Source: an optimization exercise on an open RTL-to-GDS flow (aim: small area). Production flows keep margins and buffers that such runs may drop. Where RTL was checked, it was by simulation tests only, not by an equivalence proof against the original. No functional check of the RTL was part of runs 1 and 2. Power and IR drop assume default switching activity.

`flow/config.mk`:
```
export PLATFORM = sky130hd
export DESIGN_NAME = pipeline_wrapped
export DESIGN_NICKNAME = pipeline_wrapped
export VERILOG_FILES = /design/flow/design.v
export SDC_FILE = /design/flow/constraint.sdc
export NUM_CORES = 4
export LEC_CHECK = 0
export CAP_MARGIN = 20
export CORE_MARGIN = 2
export CORE_UTILIZATION = 70
export CTS_BUF_LIST = sky130_fd_sc_hd__clkbuf_8
export CTS_CLUSTER_SIZE = 30
export SLEW_MARGIN = 20
```
`flow/constraint.sdc`:
```
create_clock -name core_clock -period 5.0 [get_ports {clk}]
set_input_delay 1.0000 -clock core_clock [delete_from_list [all_inputs] [get_ports {clk}]]
set_output_delay 1.0000 -clock core_clock [all_outputs]
set_load 0.01 [all_outputs]
```
`flow/design.v`:
```
module arbiter (
    input  wire clk,
    input  wire reset,
    input  wire req_1,
    input  wire req_2,
    output wire stall_1,
    output wire stall_2
);
	reg       grant_1, grant_2;
	reg       req_1_d, req_2_d;
	reg [2:0] cnt;
	wire      sat = (cnt == 3'd5);
	always @(posedge clk) begin
		if (reset) begin
			grant_1 <= 1'b0;
			grant_2 <= 1'b0;
			req_1_d <= 1'b0;
			req_2_d <= 1'b0;
			cnt     <= 3'd0;
		end else begin
			grant_1 <= req_1 & (~req_2 | ~sat);
			grant_2 <= req_2 & (~req_1 | sat);
			req_1_d <= req_1;
			req_2_d <= req_2;
			if (grant_1)      cnt <= sat ? cnt : cnt + 3'd1;
			else if (grant_2) cnt <= 3'd0;
		end
	end
	assign stall_1 = req_1_d & ~grant_1;
	assign stall_2 = req_2_d & ~grant_2;
endmodule
module shared_resource (
	input 	wire	clk,
	input 	wire	reset,
	input 	wire [31:0] resource_input,
	output 	wire [31:0] resource_output
);
	reg [31:0] mem_out;
	assign resource_output = mem_out;
	always @(posedge clk) begin
		if (reset) begin
			mem_out <= 'd0;
		end
		else begin	
			case (resource_input)
				'd1  : mem_out <= 'd92;
				'd2  : mem_out <= 'd48;
				'd3  : mem_out <= 'd41;
				'd4  : mem_out <= 'd33;
				'd5  : mem_out <= 'd28;
				'd6  : mem_out <= 'd35;
				'd7  : mem_out <= 'd86;
				'd8  : mem_out <= 'd41;
				'd9  : mem_out <= 'd57;
				'd10 : mem_out <= 'd67;
				'd11 : mem_out <= 'd12;
				'd12 : mem_out <= 'd27;
				'd13 : mem_out <= 'd6;
				'd14 : mem_out <= 'd77;
				'd15 : mem_out <= 'd89;
				'd16 : mem_out <= 'd14;
				'd17 : mem_out <= 'd67;
				'd18 : mem_out <= 'd85;
				'd19 : mem_out <= 'd64;
				'd20 : mem_out <= 'd86;
				'd21 : mem_out <= 'd7;
				'd22 : mem_out <= 'd7;
				'd23 : mem_out <= 'd91;
				'd24 : mem_out <= 'd69;
				'd25 : mem_out <= 'd86;
				'd26 : mem_out <= 'd46;
				'd27 : mem_out <= 'd34;
				'd28 : mem_out <= 'd5;
				'd29 : mem_out <= 'd92;
				'd30 : mem_out <= 'd25;
				'd31 : mem_out <= 'd97;
				'd32 : mem_out <= 'd25;
				'hFFFFFFFF : 	mem_out <= 'hFFFFFFFF;
				default:		mem_out <= 'hFFFFFFFF;
			endcase
		end
	end
endmodule
module pipeline_unit (
    input  wire         clk,
    input  wire         reset,
    input  wire [31:0]  inputs,
    input  wire         in_valid,
    input  wire         flush,
    output wire [31:0]  outputs,
    output wire         push
);
	reg [31:0] d0, d1, d2;
	reg        c1;
	reg        v0, v1, v2;
	wire [16:0] cl;
	wire [15:0] sl;
	assign sl[0] = d0[0];
	assign sl[1] = ~d0[1];
	assign sl[2] = d0[2] ^ d0[1];
	assign sl[3] = ~(d0[3] ^ (d0[2] & d0[1]));
	assign cl[4] = d0[3] | (d0[2] & d0[1]);
	genvar i;
	generate
		for (i = 4; i < 16; i = i + 1) begin : g_lo
			assign sl[i]   = d0[i] ^ cl[i];
			assign cl[i+1] = d0[i] & cl[i];
		end
	endgenerate
	wire [32:16] ch;
	wire [31:16] sh;
	assign ch[16] = c1;
	generate
		for (i = 16; i < 32; i = i + 1) begin : g_hi
			assign sh[i]   = d1[i] ^ ch[i];
			assign ch[i+1] = d1[i] & ch[i];
		end
	endgenerate
	always @(posedge clk) begin
		d0 <= inputs;
		d1 <= {d0[31:16], sl};
		c1 <= cl[16];
		d2 <= {sh, d1[15:0]};
	end
	always @(posedge clk) begin
		if (reset | flush) begin
			v0 <= 1'b0;
			v1 <= 1'b0;
			v2 <= 1'b0;
		end else begin
			v0 <= in_valid;
			v1 <= v0;
			v2 <= v1;
		end
	end
	assign outputs = d2;
	assign push    = v2 & ~flush;
endmodule
module buffer_slots (
    input  wire        clk,
    input  wire        reset,
    input  wire [31:0] inputs,
    input  wire        stall,
    input  wire        push,
    output reg  [31:0] outputs,
    output reg         valid
);
	reg [31:0] slot [7:0];
	reg [4:0]  count;
	wire empty = (count == 5'd0);
	wire write = push & stall;
	wire pop   = ~push & ~empty & ~stall;
	integer i;
	always @(posedge clk) begin
		if (write) begin
			slot[0] <= inputs;
			for (i = 1; i < 8; i = i + 1) slot[i] <= slot[i-1];
		end
	end
	reg [7:0] rd_oh;
	always @(posedge clk) begin
		if (reset)      rd_oh <= 8'b1000_0000;
		else if (write) rd_oh <= {rd_oh[6:0], rd_oh[7]};
		else if (pop)   rd_oh <= {rd_oh[0], rd_oh[7:1]};
	end
	always @(posedge clk) begin
		if (reset)      count <= 5'd0;
		else if (write) count <= count + 5'd1;
		else if (pop)   count <= count - 5'd1;
	end
	always @(posedge clk) begin
		if (reset)      valid <= 1'b0;
		else if (push)  valid <= ~stall;
		else if (empty) valid <= 1'b0;
		else if (~stall) valid <= 1'b1;
	end
	wire       hold = ~push & stall;
	wire [7:0] sel;
	genvar k;
	generate
		for (k = 0; k < 8; k = k + 1) begin : g_sel
			assign sel[k] = ~push & ~stall & rd_oh[k];
		end
	endgenerate
	reg [31:0] next_out;
	always @(*) begin
		next_out = ({32{push}} & inputs) | ({32{hold}} & outputs);
		for (i = 0; i < 8; i = i + 1)
			next_out = next_out | ({32{sel[i]}} & slot[i]);
	end
	always @(posedge clk) outputs <= next_out;
endmodule
module pipeline_top (
    input  wire         clk,
    input  wire         reset,
    input  wire [31:0]  inputs,
    input  wire         in_valid,
    input  wire         flush,
    input  wire         stall,
    output wire [31:0]  outputs,
    output wire         out_valid
);
	wire [31:0] word;
	wire        push;
	pipeline_unit pipeline_unit_inst (
		.clk      (clk),
		.reset    (reset),
		.inputs   (inputs),
		.in_valid (in_valid),
		.flush    (flush),
		.outputs  (word),
		.push     (push)
	);
	buffer_slots buffer_slots_inst (
		.clk     (clk),
		.reset   (reset),
		.inputs  (word),
		.stall   (stall),
		.push    (push),
		.outputs (outputs),
		.valid   (out_valid)
	);
endmodule
module pipeline_wrapped (
    input  wire        clk,
    input  wire        reset,
    input  wire [31:0] pipeline1_inputs,
    input  wire [31:0] pipeline2_inputs,
    input  wire [1:0]  in_valid,
    input  wire        flush_1,
    input  wire        flush_2,
    output wire [31:0] pipeline1_outputs,
    output wire [31:0] pipeline2_outputs,
    output wire [1:0]  out_valid
);
	wire stall_1, stall_2;
	arbiter arbiter_inst (
		.clk     (clk),
		.reset   (reset),
		.req_1   (out_valid[0]),
		.req_2   (out_valid[1]),
		.stall_1 (stall_1),
		.stall_2 (stall_2)
	);
	pipeline_top pipeline_1 (
		.clk       (clk),
		.reset     (reset),
		.inputs    (pipeline1_inputs),
		.in_valid  (in_valid[0]),
		.flush     (flush_1),
		.stall     (stall_1),
		.outputs   (pipeline1_outputs),
		.out_valid (out_valid[0])
	);
	pipeline_top pipeline_2 (
		.clk       (clk),
		.reset     (reset),
		.inputs    (pipeline2_inputs),
		.in_valid  (in_valid[1]),
		.flush     (flush_2),
		.stall     (stall_2),
		.outputs   (pipeline2_outputs),
		.out_valid (out_valid[1])
	);
endmodule
```
`flow/run.sh`:
```
#!/bin/bash
# synth_recipe.tcl (not shown) runs the flow's synth.tcl, then flattens the netlist and writes it again
# the make line also repeats each setting of config.mk as NAME=value (left out here)
make -C /OpenROAD-flow-scripts/flow DESIGN_CONFIG=/design/flow/config.mk WORK_HOME=/design/flow/orfs CLKGATE_MAP_FILE= SYNTH_SCRIPT=/design/flow/synth_recipe.tcl finish
```
==> metrics.yaml, run 1 <==
sta:
  clock-skew-final_ps: 34.6
  period_minus_slack_ps: 3530
  timing.final.crit_share: 0.705
  finalSetupViolations: 0
  hold_viol_final: 0
  fmaxAchievable_ghz: 0.284
  report.final.slew_viol_count: 0
  setup_repair_after_global_routing_missed_its_margin: "false"
  timing.max_slew.rel_slack: 0.315
  final.setup.tns_ps: 0
  timing_worst_slew_pin_value_ps: 1030
floorplanning:
  chipWidth_um: 202
  pin_count: 136
  die_area_mm2: 0.0410
  floorplan.core_area_mm2: 0.0387
  core.rowCount: 72
  initial_utilization: 0.711
  floorplan.die.height_um: 202
power:
  switching_part_of_the_total_power: 0.284
  netSwitchingPower_mw: 4.58
  power-per-cell-area_mw_per_mm2: 507
  p_int_mw: 11.5
  p_comb_frac: 0.188
  vdd.ir_drop.worst_v: 0.000363
  p_clk_frac: 0.318
  p_seq_frac: 0.494
  leakage_nw: 11.4
flow_run:
  cap_violations: 0
cells_and_area:
  fillCellCount: 2004
  drive_gt1_frac: 0.104
  layout.nets: 2090
  diodes: 0
  fin_util: 0.820
  final-seq-area_mm2: 0.0214
  multiInputGateArea_mm2: 0.00564
  layout-area-overhead-vs-synth_pct: 15.3
routing:
  drt.antenna.violating_nets: 0
  detail_route.wl_per_cell_um: 23.6
  dr.first_iter.drc_count: 1976
  route.detailed.drc: 0
  wirelength_um: 60900
  firstDrtPassIters: 6
  vias_post_dr: 16600
  via_per_inst: 6.45
synth:
  synthesis.yosys.warnings: 4
  post_synth_main_area_contributors: "edfxtp_1 (56%), dfxtp_1 (22%), ha_1 (3.0%)"
  post_synth_num_cell_types: 56
  synth_top_flop_cell: "edfxtp_1"
  syn-num-nets: 1915
  synthesized_area_per_cell_um2: 15.5
  synth-seq-cells: 811
  seq_area_frac_synth: 0.775
  yosysMostFrequentCell: "edfxtp_1"
  synth_enable_flop_cells: 512
  synthArstFlopShare: 0
  synth_top_cell_area_share: 0.558
  synth.largest_area_cell: "edfxtp_1"
  leading_cell_types_by_count_after_synthesis: "edfxtp_1 (512), dfxtp_1 (299), nand2_1 (117), a22oi_1 (104), nor2_1 (79)"
  syn-instance-count: 1777
  mappedNetlistArea_mm2: 0.0276
placement:
  quantity_of_i_o_buffers_inserted_on_ports: 135
  gpl.final_weighted_congestion: 0.839
  detailedPlacementHpwl_um: 34600
critical_path:
  series_of_cell_instances_along_the_critical_path: "ha_1, ha_1, ha_1, ha_1, ha_1, ha_1, ha_1, ha_1, ha_1, ha_1, ha_1, ha_1, ha_1, ha_1, ha_1, xor2_1"
  critical_path_type: "flop to flop"
  timing.critical_path.buf_inv: 0
  critical_path.reg2reg.startpoint: "pipeline_1.pipeline_unit_inst.d1[16]$_DFF_P_"
  startpoint_type: "flop"
  crit_slowest_cell: "dfxtp_1"
  critical_path_arrival_ps: 4080
  cp_top_family: "adder cells"
  required_time_reported_for_the_critical_path_endpoint_ps: 5560
  worst-r2r-setup-slack_ps: 1470
  timing.critical_path.slowest_cell_delay_ps: 300
  worst_setup_path_startpoint: "pipeline_1.pipeline_unit_inst.d1[16]$_DFF_P_"
  critPathMostFrequentCell: "ha_1"
  setup_crit_end_kind: "flop"
  path_max_fanout: 1
global_route:
  grt_first_pass_wirelength_um: 93700
  first_global_vias: 17000
  global_route.overflow_total: 0
  grt_util_all_layers: 0.299
  pin_count_of_the_biggest_net_entering_global_routing: 95
  antenna_violations_before_repair: 0
clock_network:
  ctsRootBufferMaster: "clkbuf_8"
  post_cts_resize_count: 0
  post_cts_hold_buffer_count: 0
  path_clk_slew_ps: 60
  cts-buffers-inserted: 117
  cts_num_sinks: 811
  clock_tree_from_tritoncts: "done"
  post-cts-setup-buffer-count: 0
  cts-htree-levels: 3
  number_of_buffers_on_the_longest_clock_path: 3
  clkLatencyLatePin_ps: 690
outcome:
  outcome: "complete, no violations"
worst_hold_path:
  hold_path_startpoint: "pipeline_2.pipeline_unit_inst.d1[3]$_DFF_P_"
  worstHoldPathType: "flop to flop"
## kinds of logic (layout without fill, tap and decap cells)
kind of cell | after synthesis | after routing | synth area share
flops | 811 | 811 | 0.775
simple gates | 414 | 414 | 0.0722
compound gates | 344 | 344 | 0.0973
buf+inv | 131 | 411 | 0.0210
fa+ha+maj | 68 | 68 | 0.0314
xor+xnor | 8 | 8 | 0.00254
mux | 1 | 1 | 0.000363
## cell type report
type                            instances  area share
Tap cell                              518      0.0204
Sequential cell                       811       0.672
Clock inverter                         85      0.0135
Clock buffer                          139      0.0602
Inverter                               14     0.00213
Timing Repair Buffer                  173      0.0539
Multi-Input combinational cell        835       0.178
## per-layer routing
metal | track usage | share of wire | routed length (um) | vias to the layer above
li1 | - | - | - | 7259
met4 | 0.142 | 0.038 | 2340 | 0
met3 | 0.0650 | 0.095 | 5780 | 165
met5 | 0 | 0 | 0 | -
met1 | 0.390 | 0.38 | 23300 | 8139
met2 | 0.484 | 0.48 | 29500 | 1041
## final timing paths
check	to	depth (start not counted)
worst min-delay path	pipeline_2.pipeline_unit_inst.d2[3]$_DFF_P_	0
worst max register to register	pipeline_1.pipeline_unit_inst.d2[31]$_DFF_P_	16
worst min register to register	pipeline_2.pipeline_unit_inst.d2[3]$_DFF_P_	0
worst max-delay path	pipeline_1.pipeline_unit_inst.d2[31]$_DFF_P_	16
## stage by stage
stage               instance area [um^2]  std cells  setup WS (ps)  total power [mW]  hold WS, ps
floorplan                          27600       1777           17.3              9.73          310
global placement                   29400       2351           1220              11.0          310
detailed placement                 29400       2351           1120              11.1          312
CTS                                31800       2575           1400              16.2          312
global route                       31800       2575           1290              16.7          315
finish                             31800       2575           1470              16.1          301
## cell usage in the layout (no fill, tap or decap), types with 19 or more instances in the layout
| cell | netlist | final |
|---|---|---|
| edfxtp_1 | 512 | 512 |
| dfxtp_1 | 299 | 299 |
| clkbuf_8 | 0 | 139 |
| clkdlybuf4s50_1 | 0 | 135 |
| nand2_1 | 117 | 117 |
| a22oi_1 | 104 | 104 |
| nor2_1 | 79 | 79 |
| inv_1 | 12 | 68 |
| nand3_1 | 66 | 66 |
| ha_1 | 66 | 66 |
| nor3_1 | 43 | 43 |
| a222oi_1 | 42 | 42 |
| a21oi_1 | 41 | 41 |
| nand4_1 | 38 | 38 |
| buf_4 | 3 | 32 |
| a31oi_1 | 29 | 29 |
| or3_1 | 29 | 29 |
| a31o_1 | 26 | 26 |
| a22o_1 | 22 | 22 |
| a221oi_1 | 19 | 19 |
## power groups by stage
stage	logic, mW	registers [mW]	clock network (mW)
6_report	3.04	7.96	5.12
5_1_grt	3.25	7.99	5.48
4_1_cts	3.02	7.95	5.20
3_5_place_dp	2.99	8.08	0
3_3_place_gp	2.89	8.08	0
2_1_floorplan	1.77	7.96	0
## flip-flops by register name, indices dropped and copies added, names as in the netlist, 3 cells and up
signal / flops
pipeline_2.pipeline_unit_inst.d2: 32
pipeline_1.pipeline_unit_inst.d2: 32
pipeline_2.pipeline_unit_inst.d0: 32
pipeline_1.buffer_slots_inst.count: 5
pipeline_1.buffer_slots_inst.slot: 256
pipeline_2.buffer_slots_inst.rd_oh: 8
arbiter_inst.cnt: 3
pipeline_2.buffer_slots_inst.count: 5
pipeline_1.buffer_slots_inst.outputs: 32
pipeline_2.buffer_slots_inst.outputs: 32
pipeline_2.pipeline_unit_inst.d1: 32
pipeline_1.pipeline_unit_inst.d0: 32
pipeline_1.buffer_slots_inst.rd_oh: 8
pipeline_1.pipeline_unit_inst.d1: 32
pipeline_2.buffer_slots_inst.slot: 256
==> run 2: changes to the inputs <==
--- a/flow/config.mk
+++ b/flow/config.mk
@@ -8,6 +8,5 @@
 export CAP_MARGIN = 20
 export CORE_MARGIN = 2
 export CORE_UTILIZATION = 70
-export CTS_BUF_LIST = sky130_fd_sc_hd__clkbuf_8
-export CTS_CLUSTER_SIZE = 30
+export CTS_BUF_LIST = sky130_fd_sc_hd__clkbuf_4
 export SLEW_MARGIN = 20
==> metrics.yaml, run 2 <==
critical_path:
  required_time_reported_for_the_critical_path_endpoint_ps: 5780
  setup_crit_end_kind: "flop"
  worst-r2r-setup-slack_ps: 1550
  timing.reg2reg.worst_path_depth: 16
  worst_setup_path_startpoint: "pipeline_1.pipeline_unit_inst.c1$_DFF_P_"
  endpoint: "pipeline_1.pipeline_unit_inst.d2[31]$_DFF_P_"
  critical_path_type: "flop to flop"
  startpoint_type: "flop"
  path_max_fanout: 1
  crit-reg2reg-capture: "pipeline_1.pipeline_unit_inst.d2[31]$_DFF_P_"
  critical_path_arrival_ps: 4220
  critical_path.reg2reg.startpoint: "pipeline_1.pipeline_unit_inst.c1$_DFF_P_"
clock_network:
  post_cts_resize_count: 0
  ctsRootBufferMaster: "clkbuf_4"
  cts-buffers-inserted: 191
  clock_tree_from_tritoncts: "done"
  post_cts_hold_buffer_count: 0
  path_clk_slew_ps: 70
  number_of_buffers_on_the_longest_clock_path: 3
  clkLatencyLatePin_ps: 920
  cts-htree-levels: 4
  post-cts-setup-buffer-count: 0
  cts_num_sinks: 811
placement:
  gpl.final_weighted_congestion: 0.839
  quantity_of_i_o_buffers_inserted_on_ports: 135
  detailedPlacementHpwl_um: 34600
power:
  p_int_mw: 12.1
  vdd.ir_drop.worst_v: 0.000377
  p_comb_frac: 0.182
  p_seq_frac: 0.473
  leakage_nw: 11.6
  p_clk_frac: 0.345
  power-per-cell-area_mw_per_mm2: 523
  switching_part_of_the_total_power: 0.283
  netSwitchingPower_mw: 4.76
  total_power_mw: 16.8
sta:
  fmaxAchievable_ghz: 0.290
  final.setup.tns_ps: 0
  finalSetupViolations: 0
  hold_viol_final: 0
  setup_repair_after_global_routing_missed_its_margin: "false"
  timing.final.crit_share: 0.689
  clock-skew-final_ps: 43.1
  report.final.slew_viol_count: 0
  timing.max_slew.rel_slack: 0.299
  period_minus_slack_ps: 3450
  timing_worst_slew_pin_value_ps: 1050
cells_and_area:
  leading_cell_type_in_the_layout_fill_and_taps_excluded: "edfxtp_1"
  drive_gt1_frac: 0.173
  largest_registers: "pipeline_1.buffer_slots_inst.slot x256, pipeline_2.buffer_slots_inst.slot x256"
  final_cell_mix: "edfxtp_1 (512), clkbuf_4 (308), dfxtp_1 (299)"
  layout.nets: 2164
  layout-area-overhead-vs-synth_pct: 16.8
flow_run:
  cap_violations: 0
worst_hold_path:
  hold_path_startpoint: "pipeline_1.pipeline_unit_inst.d1[2]$_DFF_P_"
  worstHoldPathType: "flop to flop"
  hold_path_depth: 0
floorplanning:
  chipWidth_um: 202
  pin_count: 136
  initial_utilization: 0.711
  die_area_mm2: 0.0410
  floorplan.die.height_um: 202
  core.rowCount: 72
  floorplan.core_area_mm2: 0.0387
synth:
  synth-seq-cells: 811
  mappedNetlistArea_mm2: 0.0276
  synth_top_flop_cell: "edfxtp_1"
  syn-instance-count: 1777
  syn-num-nets: 1915
  synth_top_cell_area_share: 0.558
  synthesized_area_per_cell_um2: 15.5
  synth.largest_area_cell: "edfxtp_1"
  synthMuxAreaShare: 0.000363
  synth-xor-area-share: 0.00254
  yosysMostFrequentCell: "edfxtp_1"
  synthSimpleGateAreaFrac: 0.0722
  synth_compound_gate_area_share: 0.0973
  synth_enable_flop_cells: 512
  leading_cell_types_by_count_after_synthesis: "edfxtp_1 (512), dfxtp_1 (299), nand2_1 (117), a22oi_1 (104), nor2_1 (79)"
  synth_top_family_by_area: "compound AO/OA/AOI/OAI gates"
  post_synth_main_area_contributors: "edfxtp_1 (56%), dfxtp_1 (22%), ha_1 (3.0%)"
  post_synth_num_cell_types: 56
  synthesis.yosys.warnings: 4
  synth-adder-area-share: 0.0314
  synthArstFlopShare: 0
  seq_area_frac_synth: 0.775
routing:
  route.detailed.drc: 0
  detail_route.wl_per_cell_um: 22.9
  firstDrtPassIters: 7
  drt.antenna.violating_nets: 0
  wirelength_um: 62100
  vias_post_dr: 17200
  via_per_inst: 6.32
  dr.first_iter.drc_count: 2046
global_route:
  first_global_vias: 17800
  global_route.overflow_total: 0
  antenna_violations_before_repair: 2
  grt_util_all_layers: 0.306
  grt_first_pass_wirelength_um: 95800
  pin_count_of_the_biggest_net_entering_global_routing: 95
outcome:
  outcome: "complete, no violations"
-- run 2: how the worst min path moves through the flow --
| stage | endpoint |
|---|---|
| 4_1_cts | pipeline_2.pipeline_unit_inst.d2[14]$_DFF_P_ |
| 2_1_floorplan | pipeline_1.pipeline_unit_inst.d1[0]$_DFF_P_ |
| 3_3_place_gp | pipeline_1.pipeline_unit_inst.d2[8]$_DFF_P_ |
| 3_5_place_dp | pipeline_2.pipeline_unit_inst.d1[20]$_DFF_P_ |
| 5_1_grt | pipeline_1.pipeline_unit_inst.d2[2]$_DFF_P_ |
| 6_report | pipeline_1.pipeline_unit_inst.d2[2]$_DFF_P_ |
-- run 2: final cells by class --
type / count / area (um^2)
flip-flops and latches: 811 / 21400
fillers: 2059 / 6560
multi-input cells: 835 / 5640
clock buffers: 308 / 2310
repair buffers: 173 / 1710
well taps: 518 / 648
clock inverters: 52 / 427
inverters: 14 / 67.6
diodes: 3 / 7.51
-- run 2: kinds of logic after synthesis --
logic type	count (synthesis)
AOI/OAI and AO/OA	344
DFF	811
xor gates and xnor gates	8
adders and majority gates	68
and+or+nand+nor	414
muxes	1
buffers and inverters	131
-- run 2: through the flow --
step | util | instances | hold slack [ps] | worst slack (ps) | area [um^2]
after global routing | 0.831 | 2714 | 317 | 1350 | 32200
final | 0.831 | 2714 | 313 | 1550 | 32200
after floorplan | - | 1777 | 310 | 17.3 | 27600
after global placement | 0.760 | 2351 | 310 | 1220 | 29400
after detailed placement | 0.760 | 2351 | 312 | 1120 | 29400
after CTS | 0.830 | 2711 | 309 | 1500 | 32200
-- run 2: power by group through the flow --
stage                     Combinational [mW]  Sequential [mW]  Clock (mW)
after global placement                  2.89             8.08           0
after floorplan                         1.77             7.96           0
after detailed placement                2.99             8.08           0
after CTS                               3.03             7.94        5.90
after global routing                    3.27             7.98        6.25
final                                   3.06             7.96        5.81
-- run 2: critical path: stages, from the launching register on --
cell,delay (ps)
dfxtp_1,310
ha_1,180
ha_1,190
ha_1,200
ha_1,180
ha_1,190
ha_1,190
ha_1,200
ha_1,190
ha_1,190
ha_1,180
ha_1,200
ha_1,190
ha_1,190
ha_1,200
ha_1,190
xor2_1,160
-- run 2: routing by layer --
layer	share of wire	GRT usage	wire, um	up-vias
met5	0	0	0	-
met4	0.033	0.141	2030	0
met3	0.10	0.0814	6210	156
met2	0.49	0.496	30100	1117
met1	0.38	0.391	23700	8344
li1	-	-	-	7548
==> run 3: changes to the inputs <==
--- a/flow/design.v
+++ b/flow/design.v
@@ -91,36 +91,11 @@
     output wire         push
 );
 	reg [31:0] d0, d1, d2;
-	reg        c1;
 	reg        v0, v1, v2;
-	wire [16:0] cl;
-	wire [15:0] sl;
-	assign sl[0] = d0[0];
-	assign sl[1] = ~d0[1];
-	assign sl[2] = d0[2] ^ d0[1];
-	assign sl[3] = ~(d0[3] ^ (d0[2] & d0[1]));
-	assign cl[4] = d0[3] | (d0[2] & d0[1]);
-	genvar i;
-	generate
-		for (i = 4; i < 16; i = i + 1) begin : g_lo
-			assign sl[i]   = d0[i] ^ cl[i];
-			assign cl[i+1] = d0[i] & cl[i];
-		end
-	endgenerate
-	wire [32:16] ch;
-	wire [31:16] sh;
-	assign ch[16] = c1;
-	generate
-		for (i = 16; i < 32; i = i + 1) begin : g_hi
-			assign sh[i]   = d1[i] ^ ch[i];
-			assign ch[i+1] = d1[i] & ch[i];
-		end
-	endgenerate
 	always @(posedge clk) begin
 		d0 <= inputs;
-		d1 <= {d0[31:16], sl};
-		c1 <= cl[16];
-		d2 <= {sh, d1[15:0]};
+		d1 <= d0 + 32'd10;
+		d2 <= d1;
 	end
 	always @(posedge clk) begin
 		if (reset | flush) begin
@@ -157,12 +132,7 @@
 			for (i = 1; i < 8; i = i + 1) slot[i] <= slot[i-1];
 		end
 	end
-	reg [7:0] rd_oh;
-	always @(posedge clk) begin
-		if (reset)      rd_oh <= 8'b1000_0000;
-		else if (write) rd_oh <= {rd_oh[6:0], rd_oh[7]};
-		else if (pop)   rd_oh <= {rd_oh[0], rd_oh[7:1]};
-	end
+	wire [2:0] rd = count[2:0] - 3'd1;
 	always @(posedge clk) begin
 		if (reset)      count <= 5'd0;
 		else if (write) count <= count + 5'd1;
@@ -174,21 +144,10 @@
 		else if (empty) valid <= 1'b0;
 		else if (~stall) valid <= 1'b1;
 	end
-	wire       hold = ~push & stall;
-	wire [7:0] sel;
-	genvar k;
-	generate
-		for (k = 0; k < 8; k = k + 1) begin : g_sel
-			assign sel[k] = ~push & ~stall & rd_oh[k];
-		end
-	endgenerate
-	reg [31:0] next_out;
-	always @(*) begin
-		next_out = ({32{push}} & inputs) | ({32{hold}} & outputs);
-		for (i = 0; i < 8; i = i + 1)
-			next_out = next_out | ({32{sel[i]}} & slot[i]);
-	end
-	always @(posedge clk) outputs <= next_out;
+	always @(posedge clk) begin
+		if (push)        outputs <= inputs;
+		else if (~stall) outputs <= slot[rd];
+	end
 endmodule
 module pipeline_top (
     input  wire         clk,
--- a/flow/config.mk
+++ b/flow/config.mk
@@ -7,6 +7,5 @@
 export LEC_CHECK = 0
 export CAP_MARGIN = 20
 export CORE_MARGIN = 2
-export CORE_UTILIZATION = 70
-export CTS_BUF_LIST = sky130_fd_sc_hd__clkbuf_4
+export CORE_UTILIZATION = 40
 export SLEW_MARGIN = 20
==> metrics.yaml, run 3 <==
cells_and_area:
  largest_registers: "pipeline_1.buffer_slots_inst.slot x256, pipeline_2.buffer_slots_inst.slot x256"
  drive_gt1_frac: 0.112
  layout-area-overhead-vs-synth_pct: 18.1
  fin_util: 0.476
  leading_cell_type_in_the_layout_fill_and_taps_excluded: "edfxtp_1"
  layout.nets: 2042
  diodes: 0
  final_cell_mix: "edfxtp_1 (576), dfxtp_1 (211), clkdlybuf4s50_1 (135)"
global_route:
  antenna_violations_before_repair: 0
  pin_count_of_the_biggest_net_entering_global_routing: 155
  grt_first_pass_wirelength_um: 89800
  grt_util_all_layers: 0.158
  global_route.overflow_total: 0
  first_global_vias: 15200
sta:
  clock-skew-final_ps: 29.0
  period_minus_slack_ps: 2710
  report.final.slew_viol_count: 0
  timing_worst_slew_pin_value_ps: 1050
  hold_viol_final: 0
  fmaxAchievable_ghz: 0.369
  setup_repair_after_global_routing_missed_its_margin: "false"
  finalWorstSetupSlack_ps: 2290
  timing.max_slew.rel_slack: 0.298
  finalSetupViolations: 0
  timing.final.crit_share: 0.542
  final.setup.tns_ps: 0
routing:
  via_per_inst: 5.14
  detail_route.wl_per_cell_um: 19.5
  dr.first_iter.drc_count: 1460
  wirelength_um: 57800
  firstDrtPassIters: 5
  vias_post_dr: 15300
  drt.antenna.violating_nets: 0
  route.detailed.drc: 0
flow_run:
  cap_violations: 0
critical_path:
  setup_crit_end_kind: "flop"
  critical_path_arrival_ps: 3120
  startpoint_type: "flop"
  path_max_fanout: 54
  critical_path_type: "flop to flop"
  required_time_reported_for_the_critical_path_endpoint_ps: 5410
synth:
  seq_area_frac_synth: 0.768
  synthArstFlopShare: 0
  synth_top_flop_cell: "edfxtp_1"
  post_synth_num_cell_types: 65
  synthesized_area_per_cell_um2: 15.6
  post_synth_main_area_contributors: "edfxtp_1 (61%), dfxtp_1 (15%), mux2i_1 (2.9%)"
  synth-seq-cells: 793
  syn-num-nets: 1885
  synth_enable_flop_cells: 576
  yosysMostFrequentCell: "edfxtp_1"
  synthesis.yosys.warnings: 4
  leading_cell_types_by_count_after_synthesis: "edfxtp_1 (576), dfxtp_1 (217), nand2_1 (125), o21ai_0 (103), mux2i_1 (82)"
  syn-instance-count: 1803
  synth.largest_area_cell: "edfxtp_1"
  synth_top_cell_area_share: 0.614
  mappedNetlistArea_mm2: 0.0282
power:
  switching_part_of_the_total_power: 0.276
  power-per-cell-area_mw_per_mm2: 521
  leakage_nw: 11.1
  p_clk_frac: 0.346
  p_int_mw: 12.6
  p_comb_frac: 0.190
  netSwitchingPower_mw: 4.80
  vdd.ir_drop.worst_v: 0.000277
  p_seq_frac: 0.464
  total_power_mw: 17.4
floorplanning:
  die_area_mm2: 0.0726
  floorplan.die.height_um: 269
  core.rowCount: 97
  pin_count: 136
  initial_utilization: 0.403
  chipWidth_um: 269
  floorplan.core_area_mm2: 0.0699
clock_network:
  clock_tree_from_tritoncts: "done"
  cts-htree-levels: 3
  clkLatencyLatePin_ps: 630
  ctsRootBufferMaster: "clkbuf_16"
  path_clk_slew_ps: 60
  post_cts_resize_count: 0
  cts-buffers-inserted: 81
  post_cts_hold_buffer_count: 0
  number_of_buffers_on_the_longest_clock_path: 3
  post-cts-setup-buffer-count: 0
  cts_num_sinks: 793
placement:
  detailedPlacementHpwl_um: 34900
  preCtsSetupSlack_ps: 1750
  quantity_of_i_o_buffers_inserted_on_ports: 135
  gpl.final_weighted_congestion: 0.769
outcome:
  outcome: "complete, no violations"
worst_hold_path:
  worstHoldPathType: "flop to flop"
-- run 3: cell types whose count changed after synthesis, moves of 27 or more --
cell,delta
nand4_1,-31
ha_1,-56
xnor2_1,+44
o21ai_1,+46
edfxtp_1,+64
a21oi_1,+34
a22oi_1,-88
mux2i_1,+81
nand3_1,-34
o21ai_0,+100
clkbuf_1,-36
dfxtp_1,-82
a222oi_1,-37
nor3_1,-27
-- run 3: path summary, 6_finish.rpt --
| path | start | to | slack [ps] | depth (start not counted) |
|---|---|---|---|---|
| max | pipeline_2.buffer_slots_inst.count[2]$_SDFFE_PP0P_ | pipeline_2.buffer_slots_inst.outputs[17]$_DFFE_PP_ | 2290 | 5 |
| min | pipeline_1.pipeline_unit_inst.d1[18]$_DFF_P_ | pipeline_1.pipeline_unit_inst.d2[18]$_DFF_P_ | 310 | 0 |
| max reg2reg | pipeline_2.buffer_slots_inst.count[2]$_SDFFE_PP0P_ | pipeline_2.buffer_slots_inst.outputs[17]$_DFFE_PP_ | 2290 | 5 |
| min reg2reg | pipeline_1.pipeline_unit_inst.d1[18]$_DFF_P_ | pipeline_1.pipeline_unit_inst.d2[18]$_DFF_P_ | 310 | 0 |
-- run 3: power groups by stage --
stage          sequential [mW]  combinational, mW  clock, mW
6_report                  8.05               3.30       6.01
5_1_grt                   8.11               3.61       6.42
4_1_cts                   8.06               3.35       6.18
3_5_place_dp              8.19               3.33          0
3_3_place_gp              8.21               3.29          0
2_1_floorplan             7.98               2.10          0
-- run 3: final cells by class --
type,count,area (um^2)
clock buffers,109,2280
clock inverters,43,424
fillers,5998,36600
inverters,12,52.6
multi-input cells,911,6120
flip-flops and latches,793,21700
well taps,940,1180
repair buffers,161,1580
-- run 3: cell families (layout without fill, tap and decap cells) --
| group | after synthesis | after routing | synth area share |
|---|---|---|---|
| buffers and inverters | 99 | 325 | 0.0164 |
| adder cells (fa/ha/maj) | 12 | 12 | 0.00586 |
| AND/OR/NAND/NOR | 355 | 355 | 0.0609 |
| XOR/XNOR | 65 | 65 | 0.0202 |
| multiplexers | 126 | 126 | 0.0539 |
| AO/OA/AOI/OAI | 353 | 353 | 0.0751 |
| flip-flops | 793 | 793 | 0.768 |
-- run 3: critical path, cell delays in order (launching register included) --
cell      delay (ps)
dfxtp_4          650
buf_4            680
and3_1           600
a22o_1           210
a211oi_1          40
o21ai_1          310
-- run 3: per-layer routing --
metal  global-route usage  share of wire
met5                    0              0
met2                0.243           0.46
met4               0.0518          0.024
met1                0.223           0.45
met3               0.0325          0.062
-- run 3: per-stage QoR --
| stage | hold WS, ps | std cells | cell area (um^2) |
|---|---|---|---|
| 2_1_floorplan | 310 | 1803 | 28200 |
| 3_3_place_gp | 310 | 2817 | 30600 |
| 3_5_place_dp | 312 | 2817 | 30600 |
| 4_1_cts | 315 | 2969 | 33300 |
| 5_1_grt | 315 | 2969 | 33300 |
| 6_report | 312 | 2969 | 33300 |
==> run 4: changes to the inputs <==
--- a/flow/design.v
+++ b/flow/design.v
@@ -91,11 +91,36 @@
     output wire         push
 );
 	reg [31:0] d0, d1, d2;
+	reg        c1;
 	reg        v0, v1, v2;
+	wire [16:0] cl;
+	wire [15:0] sl;
+	assign sl[0] = d0[0];
+	assign sl[1] = ~d0[1];
+	assign sl[2] = d0[2] ^ d0[1];
+	assign sl[3] = ~(d0[3] ^ (d0[2] & d0[1]));
+	assign cl[4] = d0[3] | (d0[2] & d0[1]);
+	genvar i;
+	generate
+		for (i = 4; i < 16; i = i + 1) begin : g_lo
+			assign sl[i]   = d0[i] ^ cl[i];
+			assign cl[i+1] = d0[i] & cl[i];
+		end
+	endgenerate
+	wire [32:16] ch;
+	wire [31:16] sh;
+	assign ch[16] = c1;
+	generate
+		for (i = 16; i < 32; i = i + 1) begin : g_hi
+			assign sh[i]   = d1[i] ^ ch[i];
+			assign ch[i+1] = d1[i] & ch[i];
+		end
+	endgenerate
 	always @(posedge clk) begin
 		d0 <= inputs;
-		d1 <= d0 + 32'd10;
-		d2 <= d1;
+		d1 <= {d0[31:16], sl};
+		c1 <= cl[16];
+		d2 <= {sh, d1[15:0]};
 	end
 	always @(posedge clk) begin
 		if (reset | flush) begin
@@ -132,7 +157,6 @@
 			for (i = 1; i < 8; i = i + 1) slot[i] <= slot[i-1];
 		end
 	end
-	wire [2:0] rd = count[2:0] - 3'd1;
 	always @(posedge clk) begin
 		if (reset)      count <= 5'd0;
 		else if (write) count <= count + 5'd1;
@@ -144,10 +168,65 @@
 		else if (empty) valid <= 1'b0;
 		else if (~stall) valid <= 1'b1;
 	end
-	always @(posedge clk) begin
-		if (push)        outputs <= inputs;
-		else if (~stall) outputs <= slot[rd];
-	end
+	wire       hold = ~push & stall;
+	wire       take = ~push & ~stall;
+	wire [7:0] sel;
+	genvar k;
+	generate
+		for (k = 0; k < 8; k = k + 1) begin : g_sel
+			assign sel[k] = take & (count[2:0] == k);
+		end
+	endgenerate
+	wire [31:0] next_out;
+	generate
+		for (k = 0; k < 32; k = k + 1) begin : g_bit
+			out_bit u_bit (
+				.push (push),
+				.word (inputs[k]),
+				.hold (hold),
+				.q    (outputs[k]),
+				.sel  (sel),
+				.e    ({slot[6][k], slot[5][k], slot[4][k], slot[3][k],
+				        slot[2][k], slot[1][k], slot[0][k], slot[7][k]}),
+				.y    (next_out[k])
+			);
+		end
+	endgenerate
+	always @(posedge clk) outputs <= next_out;
+endmodule
+module out_bit (
+    input  wire       push,
+    input  wire       word,
+    input  wire       hold,
+    input  wire       q,
+    input  wire [7:0] sel,
+    input  wire [7:0] e,
+    output wire       y
+);
+	wire y1, y2, y3, y4;
+	gate_aoi222 u1 (.a1(push),   .a2(word), .b1(hold),   .b2(q),    .c1(sel[0]), .c2(e[0]), .y(y1));
+	gate_aoi222 u2 (.a1(sel[1]), .a2(e[1]), .b1(sel[2]), .b2(e[2]), .c1(sel[3]), .c2(e[3]), .y(y2));
+	gate_aoi222 u3 (.a1(sel[4]), .a2(e[4]), .b1(sel[5]), .b2(e[5]), .c1(sel[6]), .c2(e[6]), .y(y3));
+	gate_nand2  u4 (.a(sel[7]), .b(e[7]), .y(y4));
+	gate_nand4  u5 (.a(y1), .b(y2), .c(y3), .d(y4), .y(y));
+endmodule
+module gate_aoi222 (
+    input  wire a1, a2, b1, b2, c1, c2,
+    output wire y
+);
+	assign y = ~((a1 & a2) | (b1 & b2) | (c1 & c2));
+endmodule
+module gate_nand2 (
+    input  wire a, b,
+    output wire y
+);
+	assign y = ~(a & b);
+endmodule
+module gate_nand4 (
+    input  wire a, b, c, d,
+    output wire y
+);
+	assign y = ~(a & b & c & d);
 endmodule
 module pipeline_top (
     input  wire         clk,
--- a/flow/config.mk
+++ b/flow/config.mk
@@ -7,5 +7,9 @@
 export LEC_CHECK = 0
 export CAP_MARGIN = 20
 export CORE_MARGIN = 2
-export CORE_UTILIZATION = 40
+export CORE_UTILIZATION = 55
+export CTS_BUF_LIST = sky130_fd_sc_hd__clkbuf_8
+export CTS_CLUSTER_SIZE = 30
 export SLEW_MARGIN = 20
+export SYNTH_HIERARCHICAL = 1
+export SYNTH_MINIMUM_KEEP_SIZE = 0
==> metrics.yaml, run 4 <==
power:
  leakage_nw: 10.5
  switching_part_of_the_total_power: 0.271
  vdd.ir_drop.worst_v: 0.000350
  p_clk_frac: 0.321
  power-per-cell-area_mw_per_mm2: 508
  total_power_mw: 15.3
  p_comb_frac: 0.176
  p_int_mw: 11.2
  p_seq_frac: 0.504
  netSwitchingPower_mw: 4.16
synth:
  yosysMostFrequentCell: "edfxtp_1"
  synthesis.yosys.warnings: 10
  synth-seq-cells: 795
  synthesized_area_per_cell_um2: 19.1
  syn-num-nets: 1472
  post_synth_main_area_contributors: "edfxtp_1 (60%), dfxtp_1 (22%), a222oi_1 (7.6%)"
  synth_enable_flop_cells: 512
  seq_area_frac_synth: 0.827
  leading_cell_types_by_count_after_synthesis: "edfxtp_1 (512), dfxtp_1 (283), a222oi_1 (192), nand2_1 (77), ha_1 (68)"
  synth_top_cell_area_share: 0.605
  mappedNetlistArea_mm2: 0.0254
  post_synth_num_cell_types: 40
  synthArstFlopShare: 0
  synth_top_flop_cell: "edfxtp_1"
  synth.largest_area_cell: "edfxtp_1"
  syn-instance-count: 1332
clock_network:
  clock_tree_from_tritoncts: "done"
  cts_num_sinks: 795
  number_of_buffers_on_the_longest_clock_path: 3
  post-cts-setup-buffer-count: 0
  post_cts_resize_count: 0
  ctsRootBufferMaster: "clkbuf_8"
  path_clk_slew_ps: 60
  cts-htree-levels: 3
  post_cts_hold_buffer_count: 0
  cts-buffers-inserted: 117
  clkLatencyLatePin_ps: 700
critical_path:
  startpoint_type: "flop"
  setup_crit_end_kind: "flop"
  critPathMostFrequentCell: "ha_1"
  critical_path_arrival_ps: 4150
  required_time_reported_for_the_critical_path_endpoint_ps: 5580
  series_of_cell_instances_along_the_critical_path: "ha_1, ha_1, ha_1, ha_1, ha_1, ha_1, ha_1, ha_1, ha_1, ha_1, ha_1, ha_1, ha_1, ha_1, ha_1, xor2_1"
  timing.critical_path.buf_inv: 0
  cp_top_family: "adder cells"
  path_max_fanout: 1
  critical_path_type: "flop to flop"
  timing.critical_path.slowest_cell_delay_ps: 310
  crit_slowest_cell: "dfxtp_1"
sta:
  finalSetupViolations: 0
  timing.final.crit_share: 0.715
  final.setup.tns_ps: 0
  fmaxAchievable_ghz: 0.280
  timing_worst_slew_pin_value_ps: 1140
  report.final.slew_viol_count: 0
  clock-skew-final_ps: 22.3
  period_minus_slack_ps: 3570
  timing.max_slew.rel_slack: 0.239
  setup_repair_after_global_routing_missed_its_margin: "false"
  hold_viol_final: 0
floorplanning:
  chipWidth_um: 219
  floorplan.die.height_um: 219
  pin_count: 136
  die_area_mm2: 0.0480
  floorplan.core_area_mm2: 0.0455
  core.rowCount: 78
  initial_utilization: 0.559
cells_and_area:
  multiInputGateArea_mm2: 0.00440
  final_cell_mix: "edfxtp_1 (512), dfxtp_1 (283), a222oi_1 (192)"
  drive_gt1_frac: 0.123
  largest_registers: "pipeline_1.buffer_slots_inst.slot x256, pipeline_2.buffer_slots_inst.slot x256"
  fillCellCount: 3181
  diodes: 0
  layout-area-overhead-vs-synth_pct: 18.5
  layout.nets: 1746
  final-seq-area_mm2: 0.0210
  leading_cell_type_in_the_layout_fill_and_taps_excluded: "edfxtp_1"
worst_hold_path:
  worstHoldPathType: "flop to flop"
routing:
  detail_route.wl_per_cell_um: 22.9
  route.detailed.drc: 0
  vias_post_dr: 14100
  firstDrtPassIters: 6
  via_per_inst: 6.08
  drt.antenna.violating_nets: 0
  dr.first_iter.drc_count: 2262
  wirelength_um: 53000
placement:
  quantity_of_i_o_buffers_inserted_on_ports: 135
  gpl.final_weighted_congestion: 0.752
  detailedPlacementHpwl_um: 28600
global_route:
  grt_util_all_layers: 0.220
  pin_count_of_the_biggest_net_entering_global_routing: 106
  global_route.overflow_total: 0
  first_global_vias: 13800
  grt_first_pass_wirelength_um: 80500
  antenna_violations_before_repair: 0
outcome:
  outcome: "complete, no violations"
flow_run:
  cap_violations: 0
-- run 4: per-stage QoR --
step	setup WS [ps]	hold WS (ps)	cells	util	area, um^2
2_1_floorplan	481	310	1332	-	25400
3_3_place_gp	1310	310	2086	0.612	27800
3_5_place_dp	1160	312	2086	0.612	27800
4_1_cts	1380	326	2309	0.662	30100
5_1_grt	1260	328	2310	0.663	30100
6_report	1430	324	2310	0.663	30100
-- run 4: layer usage --
layer	vias up	global-route usage	part of all wire
met3	99	0.0468	0.089
met4	0	0.0743	0.021
met1	7017	0.342	0.46
li1	6230	-	-
met2	705	0.310	0.43
met5	-	0	0
-- run 4: Yosys stat by module (local to each module, per instance), a selection --
module	times used	flops+latches	cell area, um^2
buffer_slots	2	294	8860
pipeline_unit	2	100	2420
arbiter	1	7	302
gate_aoi222	192	0	10.0
gate_nand2	64	0	3.75
gate_nand4	64	0	6.26
-- run 4: final timing paths --
path                                                                   start                                      endpoint  depth (start not counted)  slack [ps]
worst max-delay path                pipeline_2.pipeline_unit_inst.c1$_DFF_P_  pipeline_2.pipeline_unit_inst.d2[31]$_DFF_P_                         16        1430
worst min-delay path            pipeline_2.pipeline_unit_inst.d0[19]$_DFF_P_  pipeline_2.pipeline_unit_inst.d1[19]$_DFF_P_                          0         320
worst max register to register      pipeline_2.pipeline_unit_inst.c1$_DFF_P_  pipeline_2.pipeline_unit_inst.d2[31]$_DFF_P_                         16        1430
worst min register to register  pipeline_2.pipeline_unit_inst.d0[19]$_DFF_P_  pipeline_2.pipeline_unit_inst.d1[19]$_DFF_P_                          0         320
-- run 4: logic make-up after synthesis --
logic type | synth area share
buffers and inverters | 0.00394
XOR/XNOR | 0.00207
AO/OA/AOI/OAI | 0.0869
flip-flops | 0.827
multiplexers | 0.000787
adder cells (fa/ha/maj) | 0.0350
AND/OR/NAND/NOR | 0.0440
-- run 4: area by class of cell --
cell class              count  area share
clock buffers             141      0.0644
well taps                 600      0.0249
repair buffers            157      0.0526
multi-input cells         517       0.146
clock inverters            82      0.0111
flip-flops and latches    795       0.698
inverters                  18     0.00307
-- run 4: power groups by stage --
stage,Sequential (mW),Combinational (mW),Clock [mW]
after global placement,7.87,2.61,0
after global routing,7.76,2.89,5.34
after detailed placement,7.86,2.68,0
final,7.72,2.69,4.91
after CTS,7.73,2.69,5.07
after floorplan,7.82,1.35,0
==> run 5: changes to the inputs <==
==> flow/flow/run.sh (new file) <==
#!/bin/bash
# Standard layout (the standard.sh, standard synthesis unchanged) with two
# changes: ports are buffered with buf_1 instead of the default buffer cell, and
# clock tree synthesis inserts no dummy loads and uses clkbuf_8 buffers.
set -euo pipefail
cat >> config.mk <<'EOF'
export BUFFER_PORTS_ARGS = -buffer_cell sky130_fd_sc_hd__buf_1
export CTS_ARGS = -sink_clustering_enable -repair_clock_nets -dont_use_dummy_load -buf_list sky130_fd_sc_hd__clkbuf_8
EOF
bash standard.sh > standard.log 2>&1
==> flow/standard.sh (new file) <==
#!/bin/bash
# synth_recipe.tcl (not shown) runs the flow's synth.tcl, then flattens the netlist and writes it again
# the make line also repeats each setting of config.mk as NAME=value (left out here)
make -C /OpenROAD-flow-scripts/flow DESIGN_CONFIG=/design/flow/config.mk WORK_HOME=/design/flow/orfs CLKGATE_MAP_FILE= SYNTH_SCRIPT=/design/flow/synth_recipe.tcl "${@:-finish}"
--- a/flow/config.mk
+++ b/flow/config.mk
@@ -8,8 +8,8 @@
 export CAP_MARGIN = 20
 export CORE_MARGIN = 2
 export CORE_UTILIZATION = 55
-export CTS_BUF_LIST = sky130_fd_sc_hd__clkbuf_8
-export CTS_CLUSTER_SIZE = 30
 export SLEW_MARGIN = 20
 export SYNTH_HIERARCHICAL = 1
 export SYNTH_MINIMUM_KEEP_SIZE = 0
+export BUFFER_PORTS_ARGS = -buffer_cell sky130_fd_sc_hd__buf_1
+export CTS_ARGS = -sink_clustering_enable -repair_clock_nets -dont_use_dummy_load -buf_list sky130_fd_sc_hd__clkbuf_8
removed: flow/run.sh
==> metrics.yaml, run 5 <==
sta:
  timing_worst_slew_pin_value_ps: 1160
  setup_repair_after_global_routing_missed_its_margin: "false"
  timing.max_slew.rel_slack: 0.225
  finalSetupViolations: 0
  clock-skew-final_ps: 49.1
  timing.final.crit_share: 0.687
  period_minus_slack_ps: 3430
  final.setup.tns_ps: 0
  report.final.slew_viol_count: 0
  finalWorstSetupSlack_ps: 1570
  fmaxAchievable_ghz: 0.291
  hold_viol_final: 0
power:
  p_int_mw: 10.4
  vdd.ir_drop.worst_v: 0.000272
  switching_part_of_the_total_power: 0.274
  power-per-cell-area_mw_per_mm2: 498
  p_comb_frac: 0.167
  leakage_nw: 9.67
  netSwitchingPower_mw: 3.91
  p_seq_frac: 0.539
  p_clk_frac: 0.294
routing:
  firstDrtPassIters: 9
  detail_route.wl_per_cell_um: 23.7
  dr.first_iter.drc_count: 2390
  drt.antenna.violating_nets: 0
  via_per_inst: 6.28
  vias_post_dr: 13900
  route.detailed.drc: 0
  wirelength_um: 52400
placement:
  preCtsSetupSlack_ps: 1520
  quantity_of_i_o_buffers_inserted_on_ports: 135
  gpl.final_weighted_congestion: 0.763
  detailedPlacementHpwl_um: 28200
synth:
  synth.largest_area_cell: "edfxtp_1"
  synth_top_family_by_area: "compound AO/OA/AOI/OAI gates"
  synthesized_area_per_cell_um2: 19.1
  synth_enable_flop_cells: 512
  synth-seq-cells: 795
  synth_top_flop_cell: "edfxtp_1"
  synth-adder-area-share: 0.0350
  synthSimpleGateAreaFrac: 0.0440
  synth_top_cell_area_share: 0.605
  synth-xor-area-share: 0.00207
  seq_area_frac_synth: 0.827
  synthArstFlopShare: 0
  yosysMostFrequentCell: "edfxtp_1"
  leading_cell_types_by_count_after_synthesis: "edfxtp_1 (512), dfxtp_1 (283), a222oi_1 (192), nand2_1 (77), ha_1 (68)"
  synthesis.yosys.warnings: 10
  synth_compound_gate_area_share: 0.0869
  post_synth_main_area_contributors: "edfxtp_1 (60%), dfxtp_1 (22%), a222oi_1 (7.6%)"
  syn-instance-count: 1332
  synthMuxAreaShare: 0.000787
  mappedNetlistArea_mm2: 0.0254
  syn-num-nets: 1472
  post_synth_num_cell_types: 40
global_route:
  pin_count_of_the_biggest_net_entering_global_routing: 113
  global_route.overflow_total: 0
  grt_util_all_layers: 0.218
  first_global_vias: 13700
  grt_first_pass_wirelength_um: 79300
  antenna_violations_before_repair: 1
critical_path:
  critical_path.reg2reg.startpoint: "pipeline_2.pipeline_unit_inst.c1$_DFF_P_"
  critical_path_arrival_ps: 3980
  setup_crit_end_kind: "flop"
  critical_path_type: "flop to flop"
  crit_slowest_cell: "dfxtp_1"
  timing.critical_path.buf_inv: 0
  path_max_fanout: 1
  crit-reg2reg-capture: "pipeline_2.pipeline_unit_inst.d2[31]$_DFF_P_"
  worst-r2r-setup-slack_ps: 1570
  timing.reg2reg.worst_path_depth: 16
  cp_top_family: "adder cells"
  startpoint_type: "flop"
  critPathMostFrequentCell: "ha_1"
  required_time_reported_for_the_critical_path_endpoint_ps: 5550
  timing.critical_path.slowest_cell_delay_ps: 310
  series_of_cell_instances_along_the_critical_path: "ha_1, ha_1, ha_1, ha_1, ha_1, ha_1, ha_1, ha_1, ha_1, ha_1, ha_1, ha_1, ha_1, ha_1, ha_1, xor2_1"
cells_and_area:
  diodes: 0
  final_cell_mix: "edfxtp_1 (512), dfxtp_1 (283), a222oi_1 (192)"
  fin_util: 0.631
  drive_gt1_frac: 0.112
  layout-area-overhead-vs-synth_pct: 12.8
  largest_registers: "pipeline_1.buffer_slots_inst.slot x256, pipeline_2.buffer_slots_inst.slot x256"
  layout.nets: 1751
  leading_cell_type_in_the_layout_fill_and_taps_excluded: "edfxtp_1"
clock_network:
  path_clk_slew_ps: 60
  clkLatencyLatePin_ps: 690
  post_cts_resize_count: 0
  cts-htree-levels: 3
  cts-buffers-inserted: 119
  clock_tree_from_tritoncts: "done"
  post-cts-setup-buffer-count: 0
  ctsRootBufferMaster: "clkbuf_8"
  post_cts_hold_buffer_count: 0
  number_of_buffers_on_the_longest_clock_path: 3
  cts_num_sinks: 795
worst_hold_path:
  worstHoldPathType: "flop to flop"
  timing.hold.worst_endpoint: "pipeline_2.pipeline_unit_inst.d2[6]$_DFF_P_"
  hold_path_depth: 0
  hold_path_startpoint: "pipeline_2.pipeline_unit_inst.d1[6]$_DFF_P_"
floorplanning:
  pin_count: 136
  floorplan.die.height_um: 219
  initial_utilization: 0.559
  die_area_mm2: 0.0480
  core.rowCount: 78
  chipWidth_um: 219
  floorplan.core_area_mm2: 0.0455
flow_run:
  cap_violations: 0
outcome:
  outcome: "complete, no violations"
run 5: cell counts after synthesis:
Identical to the previous run, type by type.
run 5: worst register-to-register path: cells and delay by family, from the launching register on:
family / cells / cell delay, ps
adders and majority gates: 15 / 2840
DFF: 1 / 310
xor gates and xnor gates: 1 / 150
run 5: power by group through the flow:
stage	combinational, mW	sequential, mW	clock [mW]
finish	2.38	7.70	4.20
detailed placement	2.36	7.83	0
floorplan	1.35	7.82	0
global placement	2.31	7.83	0
CTS	2.37	7.70	4.32
global route	2.60	7.73	4.59
run 5: logic make-up (layout without fill, tap and decap cells):
family	Yosys count	after routing
adders and majority gates	70	70
buffers and inverters	20	297
xor gates and xnor gates	6	6
AOI/OAI and AO/OA	223	223
and+or+nand+nor	216	216
muxes	2	2
DFF	795	795
run 5: stage by stage:
| step | std cells | total power, mW | area (um^2) | hold WS [ps] |
|---|---|---|---|---|
| after floorplan | 1332 | 9.17 | 25400 | 310 |
| after CTS | 2207 | 14.4 | 28600 | 317 |
| after detailed placement | 2088 | 10.2 | 27000 | 312 |
| after global routing | 2209 | 14.9 | 28700 | 323 |
| final | 2209 | 14.3 | 28700 | 316 |
| after global placement | 2088 | 10.1 | 27000 | 310 |
run 5: worst max path at each step:
stage | from | end | slack [ps] | cells past startpoint
finish | pipeline_2.pipeline_unit_inst.c1$_DFF_P_ | pipeline_2.pipeline_unit_inst.d2[31]$_DFF_P_ | 1570 | 16
global route | pipeline_2.pipeline_unit_inst.c1$_DFF_P_ | pipeline_2.pipeline_unit_inst.d2[31]$_DFF_P_ | 1430 | 16
CTS | pipeline_2.pipeline_unit_inst.c1$_DFF_P_ | pipeline_2.pipeline_unit_inst.d2[31]$_DFF_P_ | 1550 | 16
detailed placement | flush_2 | pipeline_2.buffer_slots_inst.slot[4][20]$_DFFE_PP_ | 1520 | 5
global placement | flush_2 | pipeline_2.buffer_slots_inst.slot[4][20]$_DFFE_PP_ | 1580 | 5
floorplan | flush_1 | pipeline_1.buffer_slots_inst.count[4]$_SDFFE_PP0P_ | 480 | 8
run 5: per-module statistics from Yosys (local to each module, per instance), a selection:
module / flip-flops and latches / times used
gate_aoi222: 0 / 192
buffer_slots: 294 / 2
arbiter: 7 / 1
gate_nand2: 0 / 64
gate_nand4: 0 / 64
pipeline_unit: 100 / 2
run 5: final cells by class:
type | count | area (um^2)
Tap cell | 600 | 751
Timing Repair Buffer | 160 | 772
Multi-Input combinational cell | 517 | 4390
Inverter | 18 | 92.6
Sequential cell | 795 | 21000
Clock buffer | 119 | 1640
Fill cell | 3294 | 16800
run 5: per-layer routing:
metal | global-route usage | wire length, um | part of all wire
met5 | 0 | 13 | 0.00025
met4 | 0.0590 | 942 | 0.018
met3 | 0.0541 | 5030 | 0.096
met2 | 0.315 | 23200 | 0.44
met1 | 0.332 | 23200 | 0.44
==> run 6: changes to the inputs <==
==> flow/flow/run.sh (replaced) <==
#!/bin/bash
# Standard layout (the standard.sh, standard synthesis unchanged) with two
# changes: ports are buffered with buf_1 instead of the default buffer cell, and
# clock tree synthesis inserts no dummy loads and uses clkbuf_8 buffers driving
# clusters of up to 18 flip-flops within 50 um.
set -euo pipefail
cat >> config.mk <<'EOF'
export BUFFER_PORTS_ARGS = -buffer_cell sky130_fd_sc_hd__buf_1
export CTS_ARGS = -sink_clustering_enable -repair_clock_nets -dont_use_dummy_load -buf_list sky130_fd_sc_hd__clkbuf_8 -sink_clustering_size 18 -sink_clustering_max_diameter 50
EOF
bash standard.sh > standard.log 2>&1
--- a/flow/config.mk
+++ b/flow/config.mk
@@ -12,4 +12,4 @@
 export SYNTH_HIERARCHICAL = 1
 export SYNTH_MINIMUM_KEEP_SIZE = 0
 export BUFFER_PORTS_ARGS = -buffer_cell sky130_fd_sc_hd__buf_1
-export CTS_ARGS = -sink_clustering_enable -repair_clock_nets -dont_use_dummy_load -buf_list sky130_fd_sc_hd__clkbuf_8
+export CTS_ARGS = -sink_clustering_enable -repair_clock_nets -dont_use_dummy_load -buf_list sky130_fd_sc_hd__clkbuf_8 -sink_clustering_size 18 -sink_clustering_max_diameter 50
==> metrics.yaml, run 6 <==
outcome:
  outcome: "complete, no violations"
floorplanning:
  floorplan.core_area_mm2: 0.0455
  pin_count: 136
  core.rowCount: 78
  floorplan.die.height_um: 219
  chipWidth_um: 219
  initial_utilization: 0.559
  die_area_mm2: 0.0480
synth:
  synthesis.yosys.warnings: 10
  post_synth_num_cell_types: 40
  synthMuxAreaShare: 0.000787
  synthSimpleGateAreaFrac: 0.0440
  synth_top_family_by_area: "compound AO/OA/AOI/OAI gates"
  synth_top_flop_cell: "edfxtp_1"
  leading_cell_types_by_count_after_synthesis: "edfxtp_1 (512), dfxtp_1 (283), a222oi_1 (192), nand2_1 (77), ha_1 (68)"
  seq_area_frac_synth: 0.827
  synth_compound_gate_area_share: 0.0869
  mappedNetlistArea_mm2: 0.0254
  synthArstFlopShare: 0
  synthesized_area_per_cell_um2: 19.1
  synth_enable_flop_cells: 512
  syn-instance-count: 1332
  post_synth_main_area_contributors: "edfxtp_1 (60%), dfxtp_1 (22%), a222oi_1 (7.6%)"
  synth.largest_area_cell: "edfxtp_1"
  synth-adder-area-share: 0.0350
  syn-num-nets: 1472
  synth-seq-cells: 795
  synth-xor-area-share: 0.00207
  yosysMostFrequentCell: "edfxtp_1"
  synth_top_cell_area_share: 0.605
global_route:
  grt_first_pass_wirelength_um: 77400
  pin_count_of_the_biggest_net_entering_global_routing: 113
  global_route.overflow_total: 0
  first_global_vias: 13100
  grt_util_all_layers: 0.212
  antenna_violations_before_repair: 1
critical_path:
  critical_path.reg2reg.startpoint: "pipeline_2.pipeline_unit_inst.c1$_DFF_P_"
  series_of_cell_instances_along_the_critical_path: "ha_1, ha_1, ha_1, ha_1, ha_1, ha_1, ha_1, ha_1, ha_1, ha_1, ha_1, ha_1, ha_1, ha_1, ha_1, xor2_1"
  path_max_fanout: 1
  worst-r2r-setup-slack_ps: 1540
  timing.critical_path.slowest_cell_delay_ps: 320
  crit-reg2reg-capture: "pipeline_2.pipeline_unit_inst.d2[31]$_DFF_P_"
  timing.reg2reg.worst_path_depth: 16
  startpoint_type: "flop"
  required_time_reported_for_the_critical_path_endpoint_ps: 5520
  critPathMostFrequentCell: "ha_1"
  crit_slowest_cell: "dfxtp_1"
  critical_path_arrival_ps: 3980
  critical_path_type: "flop to flop"
  setup_crit_end_kind: "flop"
sta:
  finalSetupViolations: 0
  fmaxAchievable_ghz: 0.289
  timing_worst_slew_pin_value_ps: 1160
  hold_viol_final: 0
  final.setup.tns_ps: 0
  setup_repair_after_global_routing_missed_its_margin: "false"
  timing.max_slew.rel_slack: 0.224
  clock-skew-final_ps: 50.6
  report.final.slew_viol_count: 0
  timing.final.crit_share: 0.692
  period_minus_slack_ps: 3460
routing:
  route.detailed.drc: 0
  dr.first_iter.drc_count: 2364
  wirelength_um: 51300
  drt.antenna.violating_nets: 0
  via_per_inst: 6.30
  vias_post_dr: 13500
  detail_route.wl_per_cell_um: 23.9
  firstDrtPassIters: 9
placement:
  gpl.final_weighted_congestion: 0.763
  quantity_of_i_o_buffers_inserted_on_ports: 135
  detailedPlacementHpwl_um: 28200
  placedInstanceArea_mm2: 0.0270
flow_run:
  cap_violations: 0
clock_network:
  clock_tree_from_tritoncts: "done"
  path_clk_slew_ps: 100
  post_cts_resize_count: 0
  clkLatencyLatePin_ps: 680
  cts_num_sinks: 795
  cts-buffers-inserted: 55
  ctsRootBufferMaster: "clkbuf_8"
  number_of_buffers_on_the_longest_clock_path: 3
  post-cts-setup-buffer-count: 0
  post_cts_hold_buffer_count: 0
  cts-htree-levels: 2
cells_and_area:
  leading_cell_type_in_the_layout_fill_and_taps_excluded: "edfxtp_1"
  final_cell_mix: "edfxtp_1 (512), dfxtp_1 (283), a222oi_1 (192)"
  design_area_mm2: 0.0278
  final-seq-area_mm2: 0.0210
  drive_gt1_frac: 0.0757
  fillCellCount: 3350
  multiInputGateArea_mm2: 0.00439
  largest_registers: "pipeline_1.buffer_slots_inst.slot x256, pipeline_2.buffer_slots_inst.slot x256"
  diodes: 0
  layout-area-overhead-vs-synth_pct: 9.30
  layout.nets: 1687
worst_hold_path:
  timing.hold.worst_endpoint: "pipeline_1.pipeline_unit_inst.d1[0]$_DFF_P_"
  hold_path_startpoint: "pipeline_1.pipeline_unit_inst.d0[0]$_DFF_P_"
  worstHoldPathType: "flop to flop"
  hold_path_depth: 0
power:
  leakage_nw: 9.21
  power-per-cell-area_mw_per_mm2: 464
  vdd.ir_drop.worst_v: 0.000248
==> run 6: area by class of cell <==
class                           count  area share
Sequential cell                   795       0.757
Multi-Input combinational cell    517       0.158
Timing Repair Buffer              160      0.0278
Clock buffer                       55      0.0272
Tap cell                          600      0.0270
Inverter                           18     0.00333
==> run 6: per-module statistics from Yosys, one instance, submodules excluded, excerpt <==
module         copies in the design  cells  cell area (um^2)  flip-flops and latches
pipeline_unit                     2    139              2420                     100
buffer_slots                      2    352              8860                     294
gate_aoi222                     192      1              10.0                       0
gate_nand2                       64      1              3.75                       0
gate_nand4                       64      1              6.26                       0
arbiter                           1     30               302                       7
==> run 6: cell families after synthesis <==
| kind of cell | after synthesis |
|---|---|
| AOI/OAI and AO/OA | 223 |
| xor gates and xnor gates | 6 |
| adders and majority gates | 70 |
| buffers and inverters | 20 |
| DFF | 795 |
| muxes | 2 |
| and+or+nand+nor | 216 |
==> run 6: power by group <==
part / internal (mW) / switching [mW] / total [mW]
clock: 0.985 / 1.85 / 2.83
combinational: 0.917 / 1.46 / 2.38
sequential: 7.35 / 0.328 / 7.68
==> run 6: worst max-delay path, delay by kind of cell, from the launching register on <==
family,cells,cell delay (ps)
adders and majority gates,15,2840
DFF,1,320
xor gates and xnor gates,1,150
==> run 6: worst max-delay path by stage <==
| stage | from | end | cells after the start |
|---|---|---|---|
| 2_1_floorplan | flush_1 | pipeline_1.buffer_slots_inst.count[4]$_SDFFE_PP0P_ | 8 |
| 3_3_place_gp | flush_2 | pipeline_2.buffer_slots_inst.slot[4][20]$_DFFE_PP_ | 5 |
| 3_5_place_dp | flush_2 | pipeline_2.buffer_slots_inst.slot[4][20]$_DFFE_PP_ | 5 |
| 4_1_cts | pipeline_2.pipeline_unit_inst.c1$_DFF_P_ | pipeline_2.pipeline_unit_inst.d2[31]$_DFF_P_ | 16 |
| 5_1_grt | pipeline_2.pipeline_unit_inst.c1$_DFF_P_ | pipeline_2.pipeline_unit_inst.d2[31]$_DFF_P_ | 16 |
| 6_report | pipeline_2.pipeline_unit_inst.c1$_DFF_P_ | pipeline_2.pipeline_unit_inst.d2[31]$_DFF_P_ | 16 |
==> run 6: per-layer routing <==
layer  track usage  wire (um)
met3        0.0396       4470
met1         0.330      22900
met4        0.0572        996
met5             0         13
met2         0.310      22900
==> run 6: per-stage QoR <==
step / utilization / instances / total power, mW / hold WS, ps / setup slack, ps
final: 0.611 / 2145 / 12.9 / 302 / 1540
after global routing: 0.611 / 2145 / 13.5 / 299 / 1400
after CTS: 0.610 / 2143 / 13.0 / 304 / 1530
after detailed placement: 0.593 / 2088 / 10.2 / 312 / 1520
after global placement: 0.593 / 2088 / 10.1 / 310 / 1580
after floorplan: - / 1332 / 9.17 / 310 / 481

-- separate check: timing with driven ports --
Ports are ideal in the flow. The routed layouts listed here were re-timed in OpenROAD.
Step 1 assumes that a clkbuf_16 drives the clock port and a buf_2 every other input.
Step 2 times the ports against the registers' clock, not the clock port: input delays grow and output delays shrink by t, the midpoint of the rising clock arrivals with the driver on.
Three values: ideal, step 1, step 2; two values: the first two.
| run | t, ns | setup slack, ns | worst slew at a driven data input, ns |
|---|---|---|---|
| run 1 | 0.724 | 1.473 / 1.473 / 1.080 | 0.05 |
| run 2 | 0.953 | 1.555 / 1.555 / 1.106 | 0.04 |
| run 3 | 0.678 | 2.292 / 2.270 / 1.798 | 0.09 |
| run 4 | 0.743 | 1.425 / 1.425 / 1.125 | 0.04 |
| run 5 | 0.718 | 1.565 / 1.565 / 1.539 | 0.09 |
| run 6 | 0.709 | 1.541 / 1.541 / 1.525 | 0.09 |
After both steps every run listed still meets setup and hold. For run 3, which loses most, drivers alone change the setup slack by -0.022 ns; drivers and shift together by -0.494 ns.
